What follows belongs to an exercise in optimizing a design on an open flow for small area and a short achievable clock period; a production flow would make more cautious choices. Function not checked in this run: the RTL went through the layout flow alone. No activity file was given, so power comes from the tool's default toggle rates.

**constraint.sdc**
```tcl
create_clock -name core_clock -period 90.0 [get_ports {CLK}]
set_input_delay 18.0000 -clock core_clock [delete_from_list [all_inputs] [get_ports {CLK}]]
set_output_delay 18.0000 -clock core_clock [all_outputs]
set_load 0.01 [all_outputs]
```
**standard.sh**
```bash
#!/bin/bash
# synth_recipe.tcl (not shown) runs the flow's synth.tcl, then flattens the netlist and writes it again
# the make line also repeats each setting of config.mk as NAME=value (left out here)
make -C /OpenROAD-flow-scripts/flow DESIGN_CONFIG=/design/flow/config.mk WORK_HOME=/design/flow/orfs CLKGATE_MAP_FILE= SYNTH_SCRIPT=/design/flow/synth_recipe.tcl "${@:-finish}"
```
**config.mk**
```make
export PLATFORM = sky130hd
export DESIGN_NAME = ALU_TOP
export DESIGN_NICKNAME = ALU_TOP
export VERILOG_FILES = /design/flow/design.v
export SDC_FILE = /design/flow/constraint.sdc
export NUM_CORES = 4
export LEC_CHECK = 0
export ABC_AREA = 1
export CAP_MARGIN = 20
export CORE_MARGIN = 2
export CORE_UTILIZATION = 60
export PLACE_DENSITY = 0.7
export SLEW_MARGIN = 20
```
**design.v**
```verilog
module Decoder (
  input  wire [1:0] IN,
  output wire [3:0] OUT
);
assign OUT = {IN[1] & IN[0], IN[1] & ~IN[0], ~IN[1] & IN[0], ~IN[1] & ~IN[0]};
endmodule
module ARITHMETIC_UNIT (
  input  wire [15:0] A,
  input  wire [15:0] B,
  input  wire [1:0]  ALU_FUNC,
  input  wire        CLK,
  input  wire        RST,
  input  wire        Arith_enable,
  output reg  [31:0] Arith_OUT,
  output reg         Arith_Flag
);
wire        sub = ALU_FUNC[0];
wire [16:0] sum = {A[15], A} + ({B[15], B} ^ {17{sub}}) + {16'b0, sub};
wire [31:0] prod;
MUL16 u_mul (.A(A), .B(B), .P(prod));
wire [16:0] q;
DIV16 u_div (.A(A), .B(B), .Q(q));
wire        bz = (B == 16'b0);
reg  [31:0] r;
always @(*)
  case (ALU_FUNC)
    2'b00, 2'b01: r = {{15{sum[16]}}, sum};
    2'b10:        r = prod;
    2'b11:        r = bz ? 32'b0 : {{15{q[16]}}, q};
  endcase
always @(posedge CLK or negedge RST)
  if (!RST) begin
    Arith_OUT  <= 32'b0;
    Arith_Flag <= 1'b0;
  end else begin
    Arith_OUT  <= Arith_enable ? r : 32'b0;
    Arith_Flag <= Arith_enable;
  end
endmodule
module MUL16 (
  input  wire [15:0] A,
  input  wire [15:0] B,
  output wire [31:0] P
);
wire one0 = B[0] ^ 1'b0;
wire two0 = (B[1] & ~B[0] & ~1'b0) | (~B[1] & B[0] & 1'b0);
wire neg0 = B[1];
wire pp0_0 = ((one0 & A[0]) | (two0 & 1'b0)) ^ neg0;
wire pp0_1 = ((one0 & A[1]) | (two0 & A[0])) ^ neg0;
wire pp0_2 = ((one0 & A[2]) | (two0 & A[1])) ^ neg0;
wire pp0_3 = ((one0 & A[3]) | (two0 & A[2])) ^ neg0;
wire pp0_4 = ((one0 & A[4]) | (two0 & A[3])) ^ neg0;
wire pp0_5 = ((one0 & A[5]) | (two0 & A[4])) ^ neg0;
wire pp0_6 = ((one0 & A[6]) | (two0 & A[5])) ^ neg0;
wire pp0_7 = ((one0 & A[7]) | (two0 & A[6])) ^ neg0;
wire pp0_8 = ((one0 & A[8]) | (two0 & A[7])) ^ neg0;
wire pp0_9 = ((one0 & A[9]) | (two0 & A[8])) ^ neg0;
wire pp0_10 = ((one0 & A[10]) | (two0 & A[9])) ^ neg0;
wire pp0_11 = ((one0 & A[11]) | (two0 & A[10])) ^ neg0;
wire pp0_12 = ((one0 & A[12]) | (two0 & A[11])) ^ neg0;
wire pp0_13 = ((one0 & A[13]) | (two0 & A[12])) ^ neg0;
wire pp0_14 = ((one0 & A[14]) | (two0 & A[13])) ^ neg0;
wire pp0_15 = ((one0 & A[15]) | (two0 & A[14])) ^ neg0;
wire pp0_16 = ((one0 & A[15]) | (two0 & A[15])) ^ neg0;
wire one1 = B[2] ^ B[1];
wire two1 = (B[3] & ~B[2] & ~B[1]) | (~B[3] & B[2] & B[1]);
wire neg1 = B[3];
wire pp1_0 = ((one1 & A[0]) | (two1 & 1'b0)) ^ neg1;
wire pp1_1 = ((one1 & A[1]) | (two1 & A[0])) ^ neg1;
wire pp1_2 = ((one1 & A[2]) | (two1 & A[1])) ^ neg1;
wire pp1_3 = ((one1 & A[3]) | (two1 & A[2])) ^ neg1;
wire pp1_4 = ((one1 & A[4]) | (two1 & A[3])) ^ neg1;
wire pp1_5 = ((one1 & A[5]) | (two1 & A[4])) ^ neg1;
wire pp1_6 = ((one1 & A[6]) | (two1 & A[5])) ^ neg1;
wire pp1_7 = ((one1 & A[7]) | (two1 & A[6])) ^ neg1;
wire pp1_8 = ((one1 & A[8]) | (two1 & A[7])) ^ neg1;
wire pp1_9 = ((one1 & A[9]) | (two1 & A[8])) ^ neg1;
wire pp1_10 = ((one1 & A[10]) | (two1 & A[9])) ^ neg1;
wire pp1_11 = ((one1 & A[11]) | (two1 & A[10])) ^ neg1;
wire pp1_12 = ((one1 & A[12]) | (two1 & A[11])) ^ neg1;
wire pp1_13 = ((one1 & A[13]) | (two1 & A[12])) ^ neg1;
wire pp1_14 = ((one1 & A[14]) | (two1 & A[13])) ^ neg1;
wire pp1_15 = ((one1 & A[15]) | (two1 & A[14])) ^ neg1;
wire pp1_16 = ((one1 & A[15]) | (two1 & A[15])) ^ neg1;
wire one2 = B[4] ^ B[3];
wire two2 = (B[5] & ~B[4] & ~B[3]) | (~B[5] & B[4] & B[3]);
wire neg2 = B[5];
wire pp2_0 = ((one2 & A[0]) | (two2 & 1'b0)) ^ neg2;
wire pp2_1 = ((one2 & A[1]) | (two2 & A[0])) ^ neg2;
wire pp2_2 = ((one2 & A[2]) | (two2 & A[1])) ^ neg2;
wire pp2_3 = ((one2 & A[3]) | (two2 & A[2])) ^ neg2;
wire pp2_4 = ((one2 & A[4]) | (two2 & A[3])) ^ neg2;
wire pp2_5 = ((one2 & A[5]) | (two2 & A[4])) ^ neg2;
wire pp2_6 = ((one2 & A[6]) | (two2 & A[5])) ^ neg2;
wire pp2_7 = ((one2 & A[7]) | (two2 & A[6])) ^ neg2;
wire pp2_8 = ((one2 & A[8]) | (two2 & A[7])) ^ neg2;
wire pp2_9 = ((one2 & A[9]) | (two2 & A[8])) ^ neg2;
wire pp2_10 = ((one2 & A[10]) | (two2 & A[9])) ^ neg2;
wire pp2_11 = ((one2 & A[11]) | (two2 & A[10])) ^ neg2;
wire pp2_12 = ((one2 & A[12]) | (two2 & A[11])) ^ neg2;
wire pp2_13 = ((one2 & A[13]) | (two2 & A[12])) ^ neg2;
wire pp2_14 = ((one2 & A[14]) | (two2 & A[13])) ^ neg2;
wire pp2_15 = ((one2 & A[15]) | (two2 & A[14])) ^ neg2;
wire pp2_16 = ((one2 & A[15]) | (two2 & A[15])) ^ neg2;
wire one3 = B[6] ^ B[5];
wire two3 = (B[7] & ~B[6] & ~B[5]) | (~B[7] & B[6] & B[5]);
wire neg3 = B[7];
wire pp3_0 = ((one3 & A[0]) | (two3 & 1'b0)) ^ neg3;
wire pp3_1 = ((one3 & A[1]) | (two3 & A[0])) ^ neg3;
wire pp3_2 = ((one3 & A[2]) | (two3 & A[1])) ^ neg3;
wire pp3_3 = ((one3 & A[3]) | (two3 & A[2])) ^ neg3;
wire pp3_4 = ((one3 & A[4]) | (two3 & A[3])) ^ neg3;
wire pp3_5 = ((one3 & A[5]) | (two3 & A[4])) ^ neg3;
wire pp3_6 = ((one3 & A[6]) | (two3 & A[5])) ^ neg3;
wire pp3_7 = ((one3 & A[7]) | (two3 & A[6])) ^ neg3;
wire pp3_8 = ((one3 & A[8]) | (two3 & A[7])) ^ neg3;
wire pp3_9 = ((one3 & A[9]) | (two3 & A[8])) ^ neg3;
wire pp3_10 = ((one3 & A[10]) | (two3 & A[9])) ^ neg3;
wire pp3_11 = ((one3 & A[11]) | (two3 & A[10])) ^ neg3;
wire pp3_12 = ((one3 & A[12]) | (two3 & A[11])) ^ neg3;
wire pp3_13 = ((one3 & A[13]) | (two3 & A[12])) ^ neg3;
wire pp3_14 = ((one3 & A[14]) | (two3 & A[13])) ^ neg3;
wire pp3_15 = ((one3 & A[15]) | (two3 & A[14])) ^ neg3;
wire pp3_16 = ((one3 & A[15]) | (two3 & A[15])) ^ neg3;
wire one4 = B[8] ^ B[7];
wire two4 = (B[9] & ~B[8] & ~B[7]) | (~B[9] & B[8] & B[7]);
wire neg4 = B[9];
wire pp4_0 = ((one4 & A[0]) | (two4 & 1'b0)) ^ neg4;
wire pp4_1 = ((one4 & A[1]) | (two4 & A[0])) ^ neg4;
wire pp4_2 = ((one4 & A[2]) | (two4 & A[1])) ^ neg4;
wire pp4_3 = ((one4 & A[3]) | (two4 & A[2])) ^ neg4;
wire pp4_4 = ((one4 & A[4]) | (two4 & A[3])) ^ neg4;
wire pp4_5 = ((one4 & A[5]) | (two4 & A[4])) ^ neg4;
wire pp4_6 = ((one4 & A[6]) | (two4 & A[5])) ^ neg4;
wire pp4_7 = ((one4 & A[7]) | (two4 & A[6])) ^ neg4;
wire pp4_8 = ((one4 & A[8]) | (two4 & A[7])) ^ neg4;
wire pp4_9 = ((one4 & A[9]) | (two4 & A[8])) ^ neg4;
wire pp4_10 = ((one4 & A[10]) | (two4 & A[9])) ^ neg4;
wire pp4_11 = ((one4 & A[11]) | (two4 & A[10])) ^ neg4;
wire pp4_12 = ((one4 & A[12]) | (two4 & A[11])) ^ neg4;
wire pp4_13 = ((one4 & A[13]) | (two4 & A[12])) ^ neg4;
wire pp4_14 = ((one4 & A[14]) | (two4 & A[13])) ^ neg4;
wire pp4_15 = ((one4 & A[15]) | (two4 & A[14])) ^ neg4;
wire pp4_16 = ((one4 & A[15]) | (two4 & A[15])) ^ neg4;
wire one5 = B[10] ^ B[9];
wire two5 = (B[11] & ~B[10] & ~B[9]) | (~B[11] & B[10] & B[9]);
wire neg5 = B[11];
wire pp5_0 = ((one5 & A[0]) | (two5 & 1'b0)) ^ neg5;
wire pp5_1 = ((one5 & A[1]) | (two5 & A[0])) ^ neg5;
wire pp5_2 = ((one5 & A[2]) | (two5 & A[1])) ^ neg5;
wire pp5_3 = ((one5 & A[3]) | (two5 & A[2])) ^ neg5;
wire pp5_4 = ((one5 & A[4]) | (two5 & A[3])) ^ neg5;
wire pp5_5 = ((one5 & A[5]) | (two5 & A[4])) ^ neg5;
wire pp5_6 = ((one5 & A[6]) | (two5 & A[5])) ^ neg5;
wire pp5_7 = ((one5 & A[7]) | (two5 & A[6])) ^ neg5;
wire pp5_8 = ((one5 & A[8]) | (two5 & A[7])) ^ neg5;
wire pp5_9 = ((one5 & A[9]) | (two5 & A[8])) ^ neg5;
wire pp5_10 = ((one5 & A[10]) | (two5 & A[9])) ^ neg5;
wire pp5_11 = ((one5 & A[11]) | (two5 & A[10])) ^ neg5;
wire pp5_12 = ((one5 & A[12]) | (two5 & A[11])) ^ neg5;
wire pp5_13 = ((one5 & A[13]) | (two5 & A[12])) ^ neg5;
wire pp5_14 = ((one5 & A[14]) | (two5 & A[13])) ^ neg5;
wire pp5_15 = ((one5 & A[15]) | (two5 & A[14])) ^ neg5;
wire pp5_16 = ((one5 & A[15]) | (two5 & A[15])) ^ neg5;
wire one6 = B[12] ^ B[11];
wire two6 = (B[13] & ~B[12] & ~B[11]) | (~B[13] & B[12] & B[11]);
wire neg6 = B[13];
wire pp6_0 = ((one6 & A[0]) | (two6 & 1'b0)) ^ neg6;
wire pp6_1 = ((one6 & A[1]) | (two6 & A[0])) ^ neg6;
wire pp6_2 = ((one6 & A[2]) | (two6 & A[1])) ^ neg6;
wire pp6_3 = ((one6 & A[3]) | (two6 & A[2])) ^ neg6;
wire pp6_4 = ((one6 & A[4]) | (two6 & A[3])) ^ neg6;
wire pp6_5 = ((one6 & A[5]) | (two6 & A[4])) ^ neg6;
wire pp6_6 = ((one6 & A[6]) | (two6 & A[5])) ^ neg6;
wire pp6_7 = ((one6 & A[7]) | (two6 & A[6])) ^ neg6;
wire pp6_8 = ((one6 & A[8]) | (two6 & A[7])) ^ neg6;
wire pp6_9 = ((one6 & A[9]) | (two6 & A[8])) ^ neg6;
wire pp6_10 = ((one6 & A[10]) | (two6 & A[9])) ^ neg6;
wire pp6_11 = ((one6 & A[11]) | (two6 & A[10])) ^ neg6;
wire pp6_12 = ((one6 & A[12]) | (two6 & A[11])) ^ neg6;
wire pp6_13 = ((one6 & A[13]) | (two6 & A[12])) ^ neg6;
wire pp6_14 = ((one6 & A[14]) | (two6 & A[13])) ^ neg6;
wire pp6_15 = ((one6 & A[15]) | (two6 & A[14])) ^ neg6;
wire pp6_16 = ((one6 & A[15]) | (two6 & A[15])) ^ neg6;
wire one7 = B[14] ^ B[13];
wire two7 = (B[15] & ~B[14] & ~B[13]) | (~B[15] & B[14] & B[13]);
wire neg7 = B[15];
wire pp7_0 = ((one7 & A[0]) | (two7 & 1'b0)) ^ neg7;
wire pp7_1 = ((one7 & A[1]) | (two7 & A[0])) ^ neg7;
wire pp7_2 = ((one7 & A[2]) | (two7 & A[1])) ^ neg7;
wire pp7_3 = ((one7 & A[3]) | (two7 & A[2])) ^ neg7;
wire pp7_4 = ((one7 & A[4]) | (two7 & A[3])) ^ neg7;
wire pp7_5 = ((one7 & A[5]) | (two7 & A[4])) ^ neg7;
wire pp7_6 = ((one7 & A[6]) | (two7 & A[5])) ^ neg7;
wire pp7_7 = ((one7 & A[7]) | (two7 & A[6])) ^ neg7;
wire pp7_8 = ((one7 & A[8]) | (two7 & A[7])) ^ neg7;
wire pp7_9 = ((one7 & A[9]) | (two7 & A[8])) ^ neg7;
wire pp7_10 = ((one7 & A[10]) | (two7 & A[9])) ^ neg7;
wire pp7_11 = ((one7 & A[11]) | (two7 & A[10])) ^ neg7;
wire pp7_12 = ((one7 & A[12]) | (two7 & A[11])) ^ neg7;
wire pp7_13 = ((one7 & A[13]) | (two7 & A[12])) ^ neg7;
wire pp7_14 = ((one7 & A[14]) | (two7 & A[13])) ^ neg7;
wire pp7_15 = ((one7 & A[15]) | (two7 & A[14])) ^ neg7;
wire pp7_16 = ((one7 & A[15]) | (two7 & A[15])) ^ neg7;
wire hs0 = pp0_10 ^ pp1_8;
wire hc0 = pp0_10 & pp1_8;
wire hs1 = pp0_11 ^ pp1_9;
wire hc1 = pp0_11 & pp1_9;
wire fs2 = pp0_12 ^ pp1_10 ^ pp2_8;
wire fc2 = (pp0_12 & pp1_10) | (pp0_12 & pp2_8) | (pp1_10 & pp2_8);
wire hs3 = pp3_6 ^ pp4_4;
wire hc3 = pp3_6 & pp4_4;
wire fs4 = pp0_13 ^ pp1_11 ^ pp2_9;
wire fc4 = (pp0_13 & pp1_11) | (pp0_13 & pp2_9) | (pp1_11 & pp2_9);
wire hs5 = pp3_7 ^ pp4_5;
wire hc5 = pp3_7 & pp4_5;
wire fs6 = pp0_14 ^ pp1_12 ^ pp2_10;
wire fc6 = (pp0_14 & pp1_12) | (pp0_14 & pp2_10) | (pp1_12 & pp2_10);
wire fs7 = pp3_8 ^ pp4_6 ^ pp5_4;
wire fc7 = (pp3_8 & pp4_6) | (pp3_8 & pp5_4) | (pp4_6 & pp5_4);
wire hs8 = pp6_2 ^ pp7_0;
wire hc8 = pp6_2 & pp7_0;
wire fs9 = pp0_15 ^ pp1_13 ^ pp2_11;
wire fc9 = (pp0_15 & pp1_13) | (pp0_15 & pp2_11) | (pp1_13 & pp2_11);
wire fs10 = pp3_9 ^ pp4_7 ^ pp5_5;
wire fc10 = (pp3_9 & pp4_7) | (pp3_9 & pp5_5) | (pp4_7 & pp5_5);
wire hs11 = pp6_3 ^ pp7_1;
wire hc11 = pp6_3 & pp7_1;
wire fs12 = ~pp0_16 ^ pp1_14 ^ pp2_12;
wire fc12 = (~pp0_16 & pp1_14) | (~pp0_16 & pp2_12) | (pp1_14 & pp2_12);
wire fs13 = pp3_10 ^ pp4_8 ^ pp5_6;
wire fc13 = (pp3_10 & pp4_8) | (pp3_10 & pp5_6) | (pp4_8 & pp5_6);
wire fs14 = pp6_4 ^ pp7_2 ^ 1'b1;
wire fc14 = (pp6_4 & pp7_2) | (pp6_4 & 1'b1) | (pp7_2 & 1'b1);
wire fs15 = pp1_15 ^ pp2_13 ^ pp3_11;
wire fc15 = (pp1_15 & pp2_13) | (pp1_15 & pp3_11) | (pp2_13 & pp3_11);
wire fs16 = pp4_9 ^ pp5_7 ^ pp6_5;
wire fc16 = (pp4_9 & pp5_7) | (pp4_9 & pp6_5) | (pp5_7 & pp6_5);
wire hs17 = pp7_3 ^ 1'b1;
wire hc17 = pp7_3 & 1'b1;
wire fs18 = ~pp1_16 ^ pp2_14 ^ pp3_12;
wire fc18 = (~pp1_16 & pp2_14) | (~pp1_16 & pp3_12) | (pp2_14 & pp3_12);
wire fs19 = pp4_10 ^ pp5_8 ^ pp6_6;
wire fc19 = (pp4_10 & pp5_8) | (pp4_10 & pp6_6) | (pp5_8 & pp6_6);
wire fs20 = pp2_15 ^ pp3_13 ^ pp4_11;
wire fc20 = (pp2_15 & pp3_13) | (pp2_15 & pp4_11) | (pp3_13 & pp4_11);
wire hs21 = pp5_9 ^ pp6_7;
wire hc21 = pp5_9 & pp6_7;
wire fs22 = ~pp2_16 ^ pp3_14 ^ pp4_12;
wire fc22 = (~pp2_16 & pp3_14) | (~pp2_16 & pp4_12) | (pp3_14 & pp4_12);
wire hs23 = pp3_15 ^ pp4_13;
wire hc23 = pp3_15 & pp4_13;
wire hs24 = pp0_6 ^ pp1_4;
wire hc24 = pp0_6 & pp1_4;
wire hs25 = pp0_7 ^ pp1_5;
wire hc25 = pp0_7 & pp1_5;
wire fs26 = pp0_8 ^ pp1_6 ^ pp2_4;
wire fc26 = (pp0_8 & pp1_6) | (pp0_8 & pp2_4) | (pp1_6 & pp2_4);
wire hs27 = pp3_2 ^ pp4_0;
wire hc27 = pp3_2 & pp4_0;
wire fs28 = pp0_9 ^ pp1_7 ^ pp2_5;
wire fc28 = (pp0_9 & pp1_7) | (pp0_9 & pp2_5) | (pp1_7 & pp2_5);
wire hs29 = pp3_3 ^ pp4_1;
wire hc29 = pp3_3 & pp4_1;
wire fs30 = pp2_6 ^ pp3_4 ^ pp4_2;
wire fc30 = (pp2_6 & pp3_4) | (pp2_6 & pp4_2) | (pp3_4 & pp4_2);
wire fs31 = pp5_0 ^ neg5 ^ hs0;
wire fc31 = (pp5_0 & neg5) | (pp5_0 & hs0) | (neg5 & hs0);
wire fs32 = pp2_7 ^ pp3_5 ^ pp4_3;
wire fc32 = (pp2_7 & pp3_5) | (pp2_7 & pp4_3) | (pp3_5 & pp4_3);
wire fs33 = pp5_1 ^ hs1 ^ hc0;
wire fc33 = (pp5_1 & hs1) | (pp5_1 & hc0) | (hs1 & hc0);
wire fs34 = pp5_2 ^ pp6_0 ^ neg6;
wire fc34 = (pp5_2 & pp6_0) | (pp5_2 & neg6) | (pp6_0 & neg6);
wire fs35 = fs2 ^ hs3 ^ hc1;
wire fc35 = (fs2 & hs3) | (fs2 & hc1) | (hs3 & hc1);
wire fs36 = pp5_3 ^ pp6_1 ^ fs4;
wire fc36 = (pp5_3 & pp6_1) | (pp5_3 & fs4) | (pp6_1 & fs4);
wire fs37 = hs5 ^ fc2 ^ hc3;
wire fc37 = (hs5 & fc2) | (hs5 & hc3) | (fc2 & hc3);
wire fs38 = neg7 ^ fs6 ^ fs7;
wire fc38 = (neg7 & fs6) | (neg7 & fs7) | (fs6 & fs7);
wire fs39 = hs8 ^ fc4 ^ hc5;
wire fc39 = (hs8 & fc4) | (hs8 & hc5) | (fc4 & hc5);
wire fs40 = fs9 ^ fs10 ^ hs11;
wire fc40 = (fs9 & fs10) | (fs9 & hs11) | (fs10 & hs11);
wire fs41 = fc6 ^ fc7 ^ hc8;
wire fc41 = (fc6 & fc7) | (fc6 & hc8) | (fc7 & hc8);
wire fs42 = fs12 ^ fs13 ^ fs14;
wire fc42 = (fs12 & fs13) | (fs12 & fs14) | (fs13 & fs14);
wire fs43 = fc9 ^ fc10 ^ hc11;
wire fc43 = (fc9 & fc10) | (fc9 & hc11) | (fc10 & hc11);
wire fs44 = fs15 ^ fs16 ^ hs17;
wire fc44 = (fs15 & fs16) | (fs15 & hs17) | (fs16 & hs17);
wire fs45 = fc12 ^ fc13 ^ fc14;
wire fc45 = (fc12 & fc13) | (fc12 & fc14) | (fc13 & fc14);
wire fs46 = pp7_4 ^ fs18 ^ fs19;
wire fc46 = (pp7_4 & fs18) | (pp7_4 & fs19) | (fs18 & fs19);
wire fs47 = fc15 ^ fc16 ^ hc17;
wire fc47 = (fc15 & fc16) | (fc15 & hc17) | (fc16 & hc17);
wire fs48 = pp7_5 ^ 1'b1 ^ fs20;
wire fc48 = (pp7_5 & 1'b1) | (pp7_5 & fs20) | (1'b1 & fs20);
wire fs49 = hs21 ^ fc18 ^ fc19;
wire fc49 = (hs21 & fc18) | (hs21 & fc19) | (fc18 & fc19);
wire fs50 = pp5_10 ^ pp6_8 ^ pp7_6;
wire fc50 = (pp5_10 & pp6_8) | (pp5_10 & pp7_6) | (pp6_8 & pp7_6);
wire fs51 = fs22 ^ fc20 ^ hc21;
wire fc51 = (fs22 & fc20) | (fs22 & hc21) | (fc20 & hc21);
wire fs52 = pp5_11 ^ pp6_9 ^ pp7_7;
wire fc52 = (pp5_11 & pp6_9) | (pp5_11 & pp7_7) | (pp6_9 & pp7_7);
wire fs53 = 1'b1 ^ hs23 ^ fc22;
wire fc53 = (1'b1 & hs23) | (1'b1 & fc22) | (hs23 & fc22);
wire fs54 = ~pp3_16 ^ pp4_14 ^ pp5_12;
wire fc54 = (~pp3_16 & pp4_14) | (~pp3_16 & pp5_12) | (pp4_14 & pp5_12);
wire fs55 = pp6_10 ^ pp7_8 ^ hc23;
wire fc55 = (pp6_10 & pp7_8) | (pp6_10 & hc23) | (pp7_8 & hc23);
wire fs56 = pp4_15 ^ pp5_13 ^ pp6_11;
wire fc56 = (pp4_15 & pp5_13) | (pp4_15 & pp6_11) | (pp5_13 & pp6_11);
wire hs57 = pp7_9 ^ 1'b1;
wire hc57 = pp7_9 & 1'b1;
wire fs58 = ~pp4_16 ^ pp5_14 ^ pp6_12;
wire fc58 = (~pp4_16 & pp5_14) | (~pp4_16 & pp6_12) | (pp5_14 & pp6_12);
wire hs59 = pp5_15 ^ pp6_13;
wire hc59 = pp5_15 & pp6_13;
wire hs60 = pp0_4 ^ pp1_2;
wire hc60 = pp0_4 & pp1_2;
wire hs61 = pp0_5 ^ pp1_3;
wire hc61 = pp0_5 & pp1_3;
wire fs62 = pp2_2 ^ pp3_0 ^ neg3;
wire fc62 = (pp2_2 & pp3_0) | (pp2_2 & neg3) | (pp3_0 & neg3);
wire fs63 = pp2_3 ^ pp3_1 ^ hs25;
wire fc63 = (pp2_3 & pp3_1) | (pp2_3 & hs25) | (pp3_1 & hs25);
wire fs64 = neg4 ^ fs26 ^ hs27;
wire fc64 = (neg4 & fs26) | (neg4 & hs27) | (fs26 & hs27);
wire fs65 = fs28 ^ hs29 ^ fc26;
wire fc65 = (fs28 & hs29) | (fs28 & fc26) | (hs29 & fc26);
wire fs66 = fs30 ^ fs31 ^ fc28;
wire fc66 = (fs30 & fs31) | (fs30 & fc28) | (fs31 & fc28);
wire fs67 = fs32 ^ fs33 ^ fc30;
wire fc67 = (fs32 & fs33) | (fs32 & fc30) | (fs33 & fc30);
wire fs68 = fs34 ^ fs35 ^ fc32;
wire fc68 = (fs34 & fs35) | (fs34 & fc32) | (fs35 & fc32);
wire fs69 = fs36 ^ fs37 ^ fc34;
wire fc69 = (fs36 & fs37) | (fs36 & fc34) | (fs37 & fc34);
wire fs70 = fs38 ^ fs39 ^ fc36;
wire fc70 = (fs38 & fs39) | (fs38 & fc36) | (fs39 & fc36);
wire fs71 = fs40 ^ fs41 ^ fc38;
wire fc71 = (fs40 & fs41) | (fs40 & fc38) | (fs41 & fc38);
wire fs72 = fs42 ^ fs43 ^ fc40;
wire fc72 = (fs42 & fs43) | (fs42 & fc40) | (fs43 & fc40);
wire fs73 = fs44 ^ fs45 ^ fc42;
wire fc73 = (fs44 & fs45) | (fs44 & fc42) | (fs45 & fc42);
wire fs74 = fs46 ^ fs47 ^ fc44;
wire fc74 = (fs46 & fs47) | (fs46 & fc44) | (fs47 & fc44);
wire fs75 = fs48 ^ fs49 ^ fc46;
wire fc75 = (fs48 & fs49) | (fs48 & fc46) | (fs49 & fc46);
wire fs76 = fs50 ^ fs51 ^ fc48;
wire fc76 = (fs50 & fs51) | (fs50 & fc48) | (fs51 & fc48);
wire fs77 = fs52 ^ fs53 ^ fc50;
wire fc77 = (fs52 & fs53) | (fs52 & fc50) | (fs53 & fc50);
wire fs78 = fs54 ^ fs55 ^ fc52;
wire fc78 = (fs54 & fs55) | (fs54 & fc52) | (fs55 & fc52);
wire fs79 = fs56 ^ hs57 ^ fc54;
wire fc79 = (fs56 & hs57) | (fs56 & fc54) | (hs57 & fc54);
wire fs80 = pp7_10 ^ fs58 ^ fc56;
wire fc80 = (pp7_10 & fs58) | (pp7_10 & fc56) | (fs58 & fc56);
wire fs81 = pp7_11 ^ 1'b1 ^ hs59;
wire fc81 = (pp7_11 & 1'b1) | (pp7_11 & hs59) | (1'b1 & hs59);
wire fs82 = ~pp5_16 ^ pp6_14 ^ pp7_12;
wire fc82 = (~pp5_16 & pp6_14) | (~pp5_16 & pp7_12) | (pp6_14 & pp7_12);
wire hs83 = pp6_15 ^ pp7_13;
wire hc83 = pp6_15 & pp7_13;
wire hs84 = pp0_2 ^ pp1_0;
wire hc84 = pp0_2 & pp1_0;
wire hs85 = pp0_3 ^ pp1_1;
wire hc85 = pp0_3 & pp1_1;
wire fs86 = pp2_0 ^ neg2 ^ hs60;
wire fc86 = (pp2_0 & neg2) | (pp2_0 & hs60) | (neg2 & hs60);
wire fs87 = pp2_1 ^ hs61 ^ hc60;
wire fc87 = (pp2_1 & hs61) | (pp2_1 & hc60) | (hs61 & hc60);
wire fs88 = hs24 ^ fs62 ^ hc61;
wire fc88 = (hs24 & fs62) | (hs24 & hc61) | (fs62 & hc61);
wire fs89 = hc24 ^ fs63 ^ fc62;
wire fc89 = (hc24 & fs63) | (hc24 & fc62) | (fs63 & fc62);
wire fs90 = hc25 ^ fs64 ^ fc63;
wire fc90 = (hc25 & fs64) | (hc25 & fc63) | (fs64 & fc63);
wire fs91 = hc27 ^ fs65 ^ fc64;
wire fc91 = (hc27 & fs65) | (hc27 & fc64) | (fs65 & fc64);
wire fs92 = hc29 ^ fs66 ^ fc65;
wire fc92 = (hc29 & fs66) | (hc29 & fc65) | (fs66 & fc65);
wire fs93 = fc31 ^ fs67 ^ fc66;
wire fc93 = (fc31 & fs67) | (fc31 & fc66) | (fs67 & fc66);
wire fs94 = fc33 ^ fs68 ^ fc67;
wire fc94 = (fc33 & fs68) | (fc33 & fc67) | (fs68 & fc67);
wire fs95 = fc35 ^ fs69 ^ fc68;
wire fc95 = (fc35 & fs69) | (fc35 & fc68) | (fs69 & fc68);
wire fs96 = fc37 ^ fs70 ^ fc69;
wire fc96 = (fc37 & fs70) | (fc37 & fc69) | (fs70 & fc69);
wire fs97 = fc39 ^ fs71 ^ fc70;
wire fc97 = (fc39 & fs71) | (fc39 & fc70) | (fs71 & fc70);
wire fs98 = fc41 ^ fs72 ^ fc71;
wire fc98 = (fc41 & fs72) | (fc41 & fc71) | (fs72 & fc71);
wire fs99 = fc43 ^ fs73 ^ fc72;
wire fc99 = (fc43 & fs73) | (fc43 & fc72) | (fs73 & fc72);
wire fs100 = fc45 ^ fs74 ^ fc73;
wire fc100 = (fc45 & fs74) | (fc45 & fc73) | (fs74 & fc73);
wire fs101 = fc47 ^ fs75 ^ fc74;
wire fc101 = (fc47 & fs75) | (fc47 & fc74) | (fs75 & fc74);
wire fs102 = fc49 ^ fs76 ^ fc75;
wire fc102 = (fc49 & fs76) | (fc49 & fc75) | (fs76 & fc75);
wire fs103 = fc51 ^ fs77 ^ fc76;
wire fc103 = (fc51 & fs77) | (fc51 & fc76) | (fs77 & fc76);
wire fs104 = fc53 ^ fs78 ^ fc77;
wire fc104 = (fc53 & fs78) | (fc53 & fc77) | (fs78 & fc77);
wire fs105 = fc55 ^ fs79 ^ fc78;
wire fc105 = (fc55 & fs79) | (fc55 & fc78) | (fs79 & fc78);
wire fs106 = hc57 ^ fs80 ^ fc79;
wire fc106 = (hc57 & fs80) | (hc57 & fc79) | (fs80 & fc79);
wire fs107 = fc58 ^ fs81 ^ fc80;
wire fc107 = (fc58 & fs81) | (fc58 & fc80) | (fs81 & fc80);
wire fs108 = hc59 ^ fs82 ^ fc81;
wire fc108 = (hc59 & fs82) | (hc59 & fc81) | (fs82 & fc81);
wire fs109 = 1'b1 ^ hs83 ^ fc82;
wire fc109 = (1'b1 & hs83) | (1'b1 & fc82) | (hs83 & fc82);
wire fs110 = ~pp6_16 ^ pp7_14 ^ hc83;
wire fc110 = (~pp6_16 & pp7_14) | (~pp6_16 & hc83) | (pp7_14 & hc83);
wire hs111 = pp7_15 ^ 1'b1;
wire hc111 = pp7_15 & 1'b1;
wire [31:0] X = {1'b1, ~pp7_16, hs111, fs110, fs109, fs108, fs107, fs106, fs105, fs104, fs103, fs102, fs101, fs100, fs99, fs98, fs97, fs96, fs95, fs94, fs93, fs92, fs91, fs90, fs89, fs88, fs87, fs86, hs85, neg1, pp0_1, pp0_0};
wire [31:0] Y = {1'b0, hc111, fc110, fc109, fc108, fc107, fc106, fc105, fc104, fc103, fc102, fc101, fc100, fc99, fc98, fc97, fc96, fc95, fc94, fc93, fc92, fc91, fc90, fc89, fc88, fc87, fc86, hc85, hc84, hs84, 1'b0, neg0};
wire [32:0] rc;
assign rc[0] = 1'b0;
genvar k;
generate for (k = 0; k < 32; k = k + 1) begin : rca
  assign P[k] = X[k] ^ Y[k] ^ rc[k];
  assign rc[k+1] = (X[k] & Y[k]) | (X[k] & rc[k]) | (Y[k] & rc[k]);
end endgenerate
endmodule
module DIV16 (
  input  wire [15:0] A,
  input  wire [15:0] B,
  output wire [16:0] Q
);
wire        sa = A[15];
wire        sb = B[15];
wire [15:0] ua = sa ? -A : A;
wire [15:0] bx = sb ? B : ~B;
wire        ci = ~sb;
wire [15:0] uq;
wire [16*16-1:0] rem;    
genvar k;
generate
  for (k = 15; k >= 0; k = k - 1) begin : row
    localparam W = 16 - k;
    wire [W-1:0] p;
    if (k == 15) begin : first
      assign p = ua[15];
    end else begin : next
      assign p = {rem[16*(k+1) +: W-1], ua[k]};
    end
    wire [W:0] s = {1'b0, p} + {1'b0, bx[W-1:0]} + {{W{1'b0}}, ci};
    wire hi;
    if (k == 0) begin : nohi
      assign hi = 1'b1;
    end else begin : yeshi
      assign hi = &bx[15:W];
    end
    assign uq[k] = s[W] & hi;
    assign rem[16*k +: W] = uq[k] ? s[W-1:0] : p;
    if (W < 16) begin : pad
      assign rem[16*k+W +: 16-W] = {16-W{1'b0}};
    end
  end
endgenerate
assign Q = (sa ^ sb) ? -{1'b0, uq} : {1'b0, uq};
endmodule
module LOGIC_UNIT (
  input  wire [15:0] A,
  input  wire [15:0] B,
  input  wire [1:0]  ALU_FUNC,
  input  wire        CLK,
  input  wire        RST,
  input  wire        Logic_enable,
  output reg  [15:0] Logic_OUT,
  output reg         Logic_Flag
);
wire [15:0] r = (ALU_FUNC[0] ? (A | B) : (A & B)) ^ {16{ALU_FUNC[1]}};
always @(posedge CLK or negedge RST)
  if (!RST) begin
    Logic_OUT  <= 16'b0;
    Logic_Flag <= 1'b0;
  end else begin
    Logic_OUT  <= Logic_enable ? r : 16'b0;
    Logic_Flag <= Logic_enable;
  end
endmodule
module SHIFT_UNIT (
  input  wire [15:0] A,
  input  wire [15:0] B,
  input  wire [1:0]  ALU_FUNC,
  input  wire        CLK,
  input  wire        RST,
  input  wire        Shift_enable,
  output reg  [16:0] Shift_OUT,
  output reg         Shift_Flag
);
wire [15:0] x = ALU_FUNC[1] ? B : A;
wire [16:0] r = ALU_FUNC[0] ? {x, 1'b0} : {2'b0, x[15:1]};
always @(posedge CLK or negedge RST)
  if (!RST) begin
    Shift_OUT  <= 17'b0;
    Shift_Flag <= 1'b0;
  end else begin
    Shift_OUT  <= Shift_enable ? r : 17'b0;
    Shift_Flag <= Shift_enable;
  end
endmodule
module CMP_UNIT (
  input  wire [15:0] A,
  input  wire [15:0] B,
  input  wire [1:0]  ALU_FUNC,
  input  wire        CLK,
  input  wire        RST,
  input  wire        CMP_enable,
  output reg  [1:0]  CMP_OUT,
  output reg         CMP_Flag
);
wire eq = (A == B);
wire lt = (A < B);
wire gt = ~eq & ~lt;
reg [1:0] r;
always @(*)
  case (ALU_FUNC)
    2'b00: r = 2'b00;
    2'b01: r = {1'b0, eq};
    2'b10: r = {gt, 1'b0};
    2'b11: r = {lt, lt};
  endcase
always @(posedge CLK or negedge RST)
  if (!RST) begin
    CMP_OUT  <= 2'b0;
    CMP_Flag <= 1'b0;
  end else begin
    CMP_OUT  <= CMP_enable ? r : 2'b0;
    CMP_Flag <= CMP_enable;
  end
endmodule
module ALU_TOP (
  input  wire [15:0] A,
  input  wire [15:0] B,
  input  wire [3:0]  ALU_FUNC,
  input  wire        CLK,
  input  wire        RST,
  output wire [31:0] Arith_OUT,
  output wire        Arith_Flag,
  output wire [15:0] Logic_OUT,
  output wire        Logic_Flag,
  output wire [16:0] Shift_OUT,
  output wire        Shift_Flag,
  output wire [1:0]  CMP_OUT,
  output wire        CMP_Flag
);
wire Arith_enable, Logic_enable, CMP_enable, Shift_enable;
Decoder U0 (.IN(ALU_FUNC[3:2]), .OUT({Shift_enable, CMP_enable, Logic_enable, Arith_enable}));
ARITHMETIC_UNIT U0_ARITHMETIC_UNIT (.A(A), .B(B), .ALU_FUNC(ALU_FUNC[1:0]), .CLK(CLK), .RST(RST),
  .Arith_enable(Arith_enable), .Arith_OUT(Arith_OUT), .Arith_Flag(Arith_Flag));
LOGIC_UNIT U0_LOGIC_UNIT (.A(A), .B(B), .ALU_FUNC(ALU_FUNC[1:0]), .CLK(CLK), .RST(RST),
  .Logic_enable(Logic_enable), .Logic_OUT(Logic_OUT), .Logic_Flag(Logic_Flag));
SHIFT_UNIT U0_SHIFT_UNIT (.A(A), .B(B), .ALU_FUNC(ALU_FUNC[1:0]), .CLK(CLK), .RST(RST),
  .Shift_enable(Shift_enable), .Shift_OUT(Shift_OUT), .Shift_Flag(Shift_Flag));
CMP_UNIT U0_CMP_UNIT (.A(A), .B(B), .ALU_FUNC(ALU_FUNC[1:0]), .CLK(CLK), .RST(RST),
  .CMP_enable(CMP_enable), .CMP_OUT(CMP_OUT), .CMP_Flag(CMP_Flag));
endmodule
```
**flow/run.sh**
```bash
#!/bin/bash
# Standard layout without the full/half-adder extraction step of synthesis,
# with the timing repair asked to leave extra setup slack.
set -euo pipefail
bash standard.sh ADDER_MAP_FILE= SETUP_SLACK_MARGIN=52 finish > flow_standard.log 2>&1
```
==> flow_summary.ini <==
[synth]
synthCells = 4107
ys_seq_elements = 71
synth-xor-area-share_pct = 11.7
synth_top_family_by_area = simple AND/OR/NAND/NOR gates
synthesis.nets = 4145
async_flop_share_pct = 100
synth_edf_count = 0
netlist_area_sq_um = 22700
synthMuxAreaShare_pct = 0
yosys.area_share.simple_pct = 53.2
synth_top_area_cell = nand2_1
synth_compound_area_share_pct = 13.1
synthAdderAreaFrac_pct = 0.0442
yosysSeqAreaShare_pct = 7.84
synth_cell_type_count = 70
syn_avg_cell_area_sq_um = 5.52
synth_area_leaders = nand2_1, xor2_1, nand3_1, dfrtp_1, inv_1
ys.flop_type = dfrtp_1
yosysWarnings = 4
synth_top_cell_area_share_pct = 22.4

[setup_path]
critPathLaunchType = primary input
cp-end-kind = flip-flop
cp_max_fo = 32
path_common_cell = nand2_1
cp.buffers_inverters = 16
cp_num_cells = 135
arrival_ns = 36.37
timing.critical_path.to = U0_ARITHMETIC_UNIT.Arith_OUT[29]$_DFF_PN0_
crit_start = B[15]
worst_path_max_delay_cell = clkdlybuf4s50_1
crit_type = primary input to flip-flop
cp.required_ns = 90.25
cp_top_family = simple AND/OR/NAND/NOR gates
critPathMaxStageDelay_ns = 0.42

[detailed_routing]
drt_iter0_drc = 2490
drtPass1Iterations = 14
routed_wl_um = 80800
drc = 0
vias_per_cell = 5.65
ant_nets = 0
avgRoutedWirePerCell_um = 17.4
num_vias = 26300

[finish]
final.fill_count = 3892
area_delta_synth_final_pct = 6.22
fin_util_pct = 64.4
fin_nets = 4167
drive_gt1_share_pct = 14.5
design_area_sq_um = 24100

[placement]
placed_cell_area_sq_um = 23500
hpwl_um = 61600
gp_congestion = 1.03
io_buffers = 108

[sta]
worst_pin_slew_ns = 1.16
fin_tns_setup_ns = 0
max_freq_mhz = 27.7
final.min_clock_period_ns = 36.12
max-slew-margin-rel_pct = 22.7
finalSetupViolCount = 0
period_share_pct = 40.1
rsz0062_at_grt = no
drv_slew = 0
hold_ws_ns = 17.79
timing_hold_violations_final = 0

[die]
die-area_sq_um = 39300
io_pins = 109
core_area_sq_um = 37400
die_y_um = 198
rows = 71
fp.dieW_um = 198
initial_core_util_pct = 60.6

[clocking]
cts_max_level = 3
clk_pin_slew_worst_paths_ns = 0.07
cts_hold_buf = 0
clockBufferDepth = 2
numCtsBuffers = 9
cts_tree = built
clock-sinks = 71
root_buffer = clkbuf_16

[power]
power.switching_mw = 0.287
p_int_mw = 0.193
cellLeakagePower_nw = 13.6
seq_power_share_pct = 7.6
p_sw_share_pct = 59.8
powerDensity_nw_per_um2 = 19.9
comb_power_share_pct = 84.2
clockPowerShare_pct = 8.2
ir_drop_v = 0.0000348

[global_routing]
grt_first_pass_wirelength_um = 124000
antenna_found_initial = 2
grt_pass1_vias = 23700
grt_use_total_pct = 40.4
overflow = 0
grt_max_degree = 72

[flow_run]
cap_violations = 0

[min_path]
hold_path_class = primary input to asynchronous set/reset pin

[status]
status = no timing/DRC/antenna violations
==> logic make-up after synthesis <==
kind of cell / Yosys count
AOI/OAI and AO/OA: 509
xor gates and xnor gates: 301
adders and majority gates: 1
buffers and inverters: 669
DFF: 71
and+or+nand+nor: 2556
==> cell usage in the layout, fill, tap and decap left out, types with 53 or more instances in the layout <==
master / count
nand2_1: 1354
inv_1: 456
nand3_1: 390
nor2_1: 300
xor2_1: 254
nand2_2: 205
a21oi_1: 158
o22ai_1: 136
o21ai_0: 115
clkdlybuf4s50_1: 104
nand3_2: 83
dfrtp_1: 71
nand2_4: 53
==> synthesized netlist by cell type (7+ instances only) <==
library cell / count
xor2_1: 254
o21ai_0: 115
a211oi_1: 8
o22ai_1: 136
buf_1: 9
nor2_1: 301
and2_1: 9
nand2_2: 215
buf_4: 7
a31oi_1: 10
nor3_1: 12
nand3b_1: 11
nand4_1: 18
nand2_1: 1354
a21oi_1: 159
nand3_2: 86
clkbuf_8: 31
nand3_1: 390
dfrtp_1: 71
clkinv_1: 17
nand2_4: 45
nor2_2: 43
inv_1: 458
inv_2: 31
or2_2: 50
buf_6: 20
clkbuf_1: 72
o21ai_1: 27
a21oi_2: 9
xnor2_1: 46
==> power groups by stage <==
stage | Combinational [mW] | Sequential, mW | Clock [mW]
final | 0.404 | 0.0363 | 0.0395
after global routing | 0.453 | 0.0364 | 0.0414
after CTS | 0.394 | 0.0362 | 0.0402
after detailed placement | 0.391 | 0.0368 | 0
after global placement | 0.389 | 0.0368 | 0
after floorplan | 0.307 | 0.0380 | 0
==> routing by layer <==
| layer | vias to the layer above | track usage (%) | wire (um) |
|---|---|---|---|
| li1 | 13000 | - | - |
| met1 | 11500 | 48.3 | 31200 |
| met2 | 1309 | 67.6 | 36500 |
| met3 | 385 | 6.17 | 7590 |
| met4 | 0 | 25.6 | 5570 |
| met5 | - | 0 | 0 |
==> worst min path at each step <==
stage / start / end / slack, ns / cells past startpoint
after global routing: RST / U0_ARITHMETIC_UNIT.Arith_OUT[27]$_DFF_PN0_ / 17.86 / 1
after CTS: RST / U0_ARITHMETIC_UNIT.Arith_OUT[26]$_DFF_PN0_ / 17.82 / 1
final: RST / U0_LOGIC_UNIT.Logic_OUT[12]$_DFF_PN0_ / 17.79 / 1
after detailed placement: RST / U0_SHIFT_UNIT.Shift_OUT[9]$_DFF_PN0_ / 18.21 / 1
after floorplan: RST / U0_ARITHMETIC_UNIT.Arith_Flag$_DFF_PN0_ / 17.70 / 0
after global placement: RST / U0_SHIFT_UNIT.Shift_OUT[9]$_DFF_PN0_ / 18.20 / 1
==> sequential cells by signal (all words and copies together) (netlist names) <==
register,cells
U0_SHIFT_UNIT.Shift_Flag,1
U0_CMP_UNIT.CMP_OUT,2
U0_LOGIC_UNIT.Logic_Flag,1
U0_ARITHMETIC_UNIT.Arith_Flag,1
U0_LOGIC_UNIT.Logic_OUT,16
U0_SHIFT_UNIT.Shift_OUT,17
U0_ARITHMETIC_UNIT.Arith_OUT,32
U0_CMP_UNIT.CMP_Flag,1
==> through the flow <==
step | std cells | setup WS, ns | power (mW)
5_1_grt | 4647 | 52.07 | 0.531
6_report | 4647 | 53.88 | 0.480
2_1_floorplan | 4107 | 58.02 | 0.345
4_1_cts | 4631 | 52.09 | 0.470
3_5_place_dp | 4615 | 51.38 | 0.428
3_3_place_gp | 4615 | 51.61 | 0.426
==> area by class of cell <==
cell class	instances	area (sq um)	share of cell area, %
tap	511	639	2.66
clock buffer	9	225	0.936
antenna	2	5.00	0.0208
timing repair buffer	163	1520	6.31
multi-input combinational	3370	17900	74.2
inverter	512	1950	8.12
timing repair inverter	2	10.0	0.0416
sequential	71	1780	7.38
clock inverter	7	85.1	0.353
==> timing repair <==
item / in CTS / in global routing
setup endpoints to repair: 17 / 32
gates resized for setup: 2 / 32
cloned: 0 / 5
buffers inserted: 0 / 9
pin swaps: 0 / 4
hold endpoints to repair: 0 / 0

-- static timing again, ports no longer ideal --
How much do the figures lean on ideal ports? The routed layout below was timed once more, with nothing changed but the port constraints. Step 1 sets driving cells, clkbuf_16 on the clock port and buf_2 on the other inputs (assumed; they add their load-dependent delay and slew). Step 2 times the ports against the registers' clock, not the clock port: input delays grow and output delays shrink by t, the midpoint of the rising clock arrivals with the driver on. Three values: ideal ports, drivers, drivers and shift; two values: the first two.
shift t [ns]: 0.408
setup WS [ns]: 53.880 / 53.905 / 53.497
worst setup path at the end: input to register
After both steps setup and hold are still met in this run. The setup slack of this run moves by +0.025 ns with the drivers and by -0.383 ns with both steps.
